Context: an optimization exercise on an open-source flow, tuned for small area, a short achievable clock period and few clock cycles per item. The choices shown serve that exercise and are no tape-out recipe. RTL that was checked went through simulation tests only; none was proved equivalent to the original.

==> inputs of v39 <==
==> flow/design.v <==
module gcd_coprocessor #( parameter W = 32, parameter P = 2 ) (
  input clk,
  input reset,
  input operands_val,
  input [W-1:0] operands_bits_A,
  input [W-1:0] operands_bits_B,
  output operands_rdy,
  output result_val,
  output [W-1:0] result_bits,
  input result_rdy
);
localparam KW = $clog2(W);
localparam S = 3;            
reg [W:0] a;                 
reg [W-1:0] b;
reg [KW-1:0] k;
reg full;
wire za = (a == {(W+1){1'b0}});
wire zb = (b == {W{1'b0}});
wire kz = (k == {KW{1'b0}});
wire fin = za | zb;
wire done = full & fin & kz;
wire take = done & result_rdy;
wire load = operands_val & (~full | take);
assign result_val = done;
assign result_bits = a[W-1:0] | b;
assign operands_rdy = ~full | take;
wire a_neg = a[W];
wire a_odd = a[0];
wire b_odd = b[0];
wire step = full & ~fin;
wire [W:0] bx = {1'b0, b} ^ {(W+1){~a_neg}};
wire [W:0] r = a + bx + {{W{1'b0}}, ~a_neg};
wire [W-1:0] a_abs = a[W-1:0] ^ {{(W-1){a_neg}}, 1'b0};
wire swap = r[W] ^ a_neg;
function [S-1:0] shsel;      
  input [S:0] v;             
  integer j;
  reg found;
  begin
    shsel = {S{1'b0}};
    found = 1'b0;
    for (j = 1; j < S; j = j + 1) begin
      if (!found && v[j]) begin
        shsel[j-1] = 1'b1;
        found = 1'b1;
      end
    end
    if (!found) shsel[S-1] = 1'b1;
  end
endfunction
wire [S-1:0] sh_r = shsel(r[S:0]);
wire [S-1:0] sh_a = shsel(a[S:0]);
wire [S-1:0] sh_b = shsel(b[S:0]);
wire [S-1:0] sh_ab = shsel(a[S:0] | b[S:0]);
function [W:0] shr_a;
  input [W:0] v;
  input [S-1:0] sel;
  integer j;
  begin
    shr_a = {(W+1){1'b0}};
    for (j = 1; j <= S; j = j + 1)
      if (sel[j-1]) shr_a = $signed(v) >>> j;
  end
endfunction
function [W-1:0] shr_b;
  input [W-1:0] v;
  input [S-1:0] sel;
  integer j;
  begin
    shr_b = {W{1'b0}};
    for (j = 1; j <= S; j = j + 1)
      if (sel[j-1]) shr_b = v >> j;
  end
endfunction
wire both_odd = a_odd & b_odd;
wire both_even = ~a_odd & ~b_odd;
wire [W:0] a_r = shr_a(r, sh_r);
wire [W:0] a_e = shr_a(a, both_even ? sh_ab : sh_a);
wire [W-1:0] b_e = shr_b(b, a_odd ? sh_b : sh_ab);
wire [2:0] k_inc = both_even ? (sh_ab[0] ? 3'd1 : sh_ab[1] ? 3'd2 : 3'd3) : 3'd0;
always @(posedge clk) begin
  if (reset) begin
    full <= 1'b0;
  end else if (load) begin
    full <= 1'b1;
  end else if (take) begin
    full <= 1'b0;
  end
end
always @(posedge clk) begin
  if (load) begin
    a <= {1'b0, operands_bits_A};
    b <= operands_bits_B;
    k <= {KW{1'b0}};
  end else if (step) begin
    if (both_odd)
      a <= a_r;
    else if (~a_odd)
      a <= a_e;
    if (~b_odd)
      b <= b_e;
    else if (both_odd & swap)
      b <= a_abs;
    k <= k + k_inc;
  end else if (full & za & ~kz) begin
    b <= {b[W-2:0], 1'b0};
    k <= k - 1'b1;
  end
end
endmodule
==> flow/run.sh <==
#!/bin/bash
# synth_recipe.tcl (not shown) runs the flow's synth.tcl, then flattens the netlist and writes it again
# the make line also repeats each setting of config.mk as NAME=value (left out here)
make -C /OpenROAD-flow-scripts/flow DESIGN_CONFIG=/design/flow/config.mk WORK_HOME=/design/flow/orfs CLKGATE_MAP_FILE= SYNTH_SCRIPT=/design/flow/synth_recipe.tcl finish
==> flow/config.mk <==
export PLATFORM = sky130hd
export DESIGN_NAME = gcd_coprocessor
export DESIGN_NICKNAME = gcd_coprocessor
export VERILOG_FILES = /design/flow/design.v
export SDC_FILE = /design/flow/constraint.sdc
export NUM_CORES = 4
export LEC_CHECK = 0
export CAP_MARGIN = 20
export CORE_MARGIN = 2
export CORE_UTILIZATION = 30
export SETUP_SLACK_MARGIN = 0.5
export SLEW_MARGIN = 20
==> flow/constraint.sdc <==
create_clock -name core_clock -period 4.0 [get_ports {clk}]
set_input_delay 0.8000 -clock core_clock [delete_from_list [all_inputs] [get_ports {clk}]]
set_output_delay 0.8000 -clock core_clock [all_outputs]
set_load 0.01 [all_outputs]
==> inputs of v28, as changes to v39 <==
Settings changed: SETUP_SLACK_MARGIN 0.5 to 1.0.
==> inputs of v13, as changes to v39 <==
==> flow/design.v (replaced) <==
module gcd_coprocessor #( parameter W = 32, parameter P = 2 ) (
  input clk,
  input reset,
  input operands_val,
  input [W-1:0] operands_bits_A,
  input [W-1:0] operands_bits_B,
  output operands_rdy,
  output result_val,
  output [W-1:0] result_bits,
  input result_rdy
);
localparam KW = $clog2(W);
localparam S = 4;            
reg [W:0] a, b;              
reg [KW-1:0] k;
reg full;
reg bz;                      
wire az = (a == {(W+1){1'b0}});
wire kz = (k == {KW{1'b0}});
wire fin = az | bz;
wire done = full & fin & kz;
wire take = done & result_rdy;
wire load = operands_val & (~full | take);
wire step = full & ~fin;
wire restore = full & az & ~kz;
assign result_val = done;
assign result_bits = a[W-1:0] | b[W-1:0];
assign operands_rdy = ~full | take;
wire a_odd = a[0];
wire b_odd = b[0];
wire both_odd = a_odd & b_odd;
wire both_even = ~a_odd & ~b_odd;
wire [W:0] y = {(W+1){a_odd}} & ~b;
wire [W:0] r = a + y + {{W{1'b0}}, a_odd};
wire [S:0] r_lo = a[S:0] + y[S:0] + {{S{1'b0}}, a_odd};
wire swap = r[W] ^ a[W];
reg [S-1:0] sh;              
integer j;
reg found;
always @* begin
  sh = {S{1'b0}};
  found = 1'b0;
  if (both_even) begin
    sh[0] = 1'b1;
  end else begin
    for (j = 1; j < S; j = j + 1)
      if (!found && r_lo[j]) begin
        sh[j-1] = 1'b1;
        found = 1'b1;
      end
    if (!found) sh[S-1] = 1'b1;
  end
end
wire [W:0] a_ld = {1'b0, operands_bits_A};
wire [W:0] a_nx_j [0:S];
assign a_nx_j[0] = {(W+1){load}} & a_ld;
genvar gj;
generate
  for (gj = 1; gj <= S; gj = gj + 1) begin : ash
    wire [W:0] r_s = {{gj{r[W]}}, r[W:gj]};
    assign a_nx_j[gj] = a_nx_j[gj-1] | ({(W+1){~load & sh[gj-1]}} & r_s);
  end
endgenerate
wire [W:0] a_nx = a_nx_j[S];
wire a_en = load | (step & ~(a_odd & ~b_odd));
wire [W:0] a_negd = {~a[W:1], 1'b1};
wire [W:0] b_nx = load ? {1'b0, operands_bits_B}
                : step ? (b_odd ? a_negd : {b[W], b[W:1]})
                : {b[W-1:0], 1'b0};
wire b_en = load | (step & (~b_odd | (both_odd & swap))) | restore;
always @(posedge clk) begin
  if (reset) begin
    full <= 1'b0;
  end else if (load) begin
    full <= 1'b1;
  end else if (take) begin
    full <= 1'b0;
  end
end
always @(posedge clk) begin
  if (a_en) a <= a_nx;
  if (b_en) b <= b_nx;
  if (load) begin
    k <= {KW{1'b0}};
    bz <= (operands_bits_B == {W{1'b0}});
  end else if (step) begin
    if (both_even)
      k <= k + 1'b1;
  end else if (restore) begin
    k <= k - 1'b1;
  end
end
endmodule
==> flow/flow/run.sh (new file) <==
#!/bin/bash
# The standard layout (the standard.sh, all ORFS steps), with the port
# buffers that ORFS's buffer_ports adds made of sky130_fd_sc_hd__buf_1.
# Every port still gets its own buffer; the resizer may upsize them.
# make's full output goes to standard.log; ORFS's per-step logs are under
# orfs/logs/.
set -euo pipefail
export BUFFER_PORTS_ARGS="-buffer_cell sky130_fd_sc_hd__buf_1"
bash standard.sh > standard.log 2>&1
==> flow/standard.sh (new file) <==
#!/bin/bash
# synth_recipe.tcl (not shown) runs the flow's synth.tcl, then flattens the netlist and writes it again
# the make line also repeats each setting of config.mk as NAME=value (left out here)
make -C /OpenROAD-flow-scripts/flow DESIGN_CONFIG=/design/flow/config.mk WORK_HOME=/design/flow/orfs CLKGATE_MAP_FILE= SYNTH_SCRIPT=/design/flow/synth_recipe.tcl "${@:-finish}"
Settings changed: CORE_UTILIZATION 30 to 65, CTS_BUF_LIST from default to sky130_fd_sc_hd__clkbuf_8, SETUP_SLACK_MARGIN 0.5 to default.
removed: flow/run.sh
==> impl_metrics.csv <==
group,metric,value,unit
place,dp_hpwl,16.0,mm
final_layout,final_cell_mix,"101 x buf_1, 89 x nor2_1, 88 x a21oi_1",
clock_network,clkTransAtPathRegs,90,ps
global_routing,grt_start_max_net_pins,65,
final_layout,fillers,865,
global_routing,grt.busiest_layer,"met1",
setup_path,critPathKind,"flop to flop",
status,status,"no timing/DRC/antenna violations",
yosys,syn_inst,835,
final_layout,inverters_excl_clock,40,
final_layout,instances_no_fill,1055,
The numbers above come from v13.

==> impl_metrics.csv <==
group,metric,value,unit
status,status,"no timing/DRC/antenna violations",
final_layout,inverters_excl_clock,24,
final_layout,final_cell_mix,"117 x o21ai_0, 100 x clkdlybuf4s50_1, 98 x buf_4",
final_layout,instances_no_fill,1684,
route,viasPerCell,5.97,
yosys,synth_area,9070,µm²
place,dp_hpwl,26.2,mm
global_routing,antenna_found_initial,0,
global_routing,grt_start_max_net_pins,60,
setup_path,critPathKind,"flop to output pin",
yosys,syn_inst,1186,
The numbers above come from v39.

==> impl_metrics.csv <==
group,metric,value,unit
place,dp_hpwl,26.7,mm
status,status,"no timing/DRC/antenna violations",
setup_path,critPathKind,"flop to flop",
final_layout,inverters_excl_clock,24,
final_layout,fillers,2850,
final_layout,instances_no_fill,1778,
The numbers above come from v28.

Testbench counts of v13, summed over its fixed seeds: cycles 107,856, items 4,800.
For v39 and v28, only the layout was checked, not whether the RTL still works.

## static timing again, ports no longer ideal
Ports are ideal in the flow. The routed layouts listed here were re-timed in OpenROAD.
Step 1 (the two cells are an assumption about what drives the block):
set clk [get_ports {clk}]
set_driving_cell -lib_cell sky130_fd_sc_hd__clkbuf_16 $clk
set_driving_cell -lib_cell sky130_fd_sc_hd__buf_2 [delete_from_list [all_inputs] $clk]
Step 2 times the ports against the registers' clock, not the clock port: input delays grow and output delays shrink by t, the midpoint of the rising clock arrivals with the driver on.
Three values: ideal, step 1, step 2; two values: the first two.
| run | t, ns | slack for setup (ns) | worst setup path after step 2 | slew at the worst register clock pin (ns) |
|---|---|---|---|---|
| v39 | 0.395 | 0.495 / 0.450 / 0.508 | input to register | 0.07 / 0.07 |
| v28 | 0.406 | 0.774 / 0.774 / 0.717 | input to register | 0.08 / 0.08 |
| v13 | 0.413 | 0.334 / 0.334 / 0.334 | register to register | 0.09 / 0.09 |
After both steps setup and hold are still met in every run listed. For v28, which loses most, drivers alone change the setup slack by 0.000 ns; drivers and shift together by -0.057 ns.
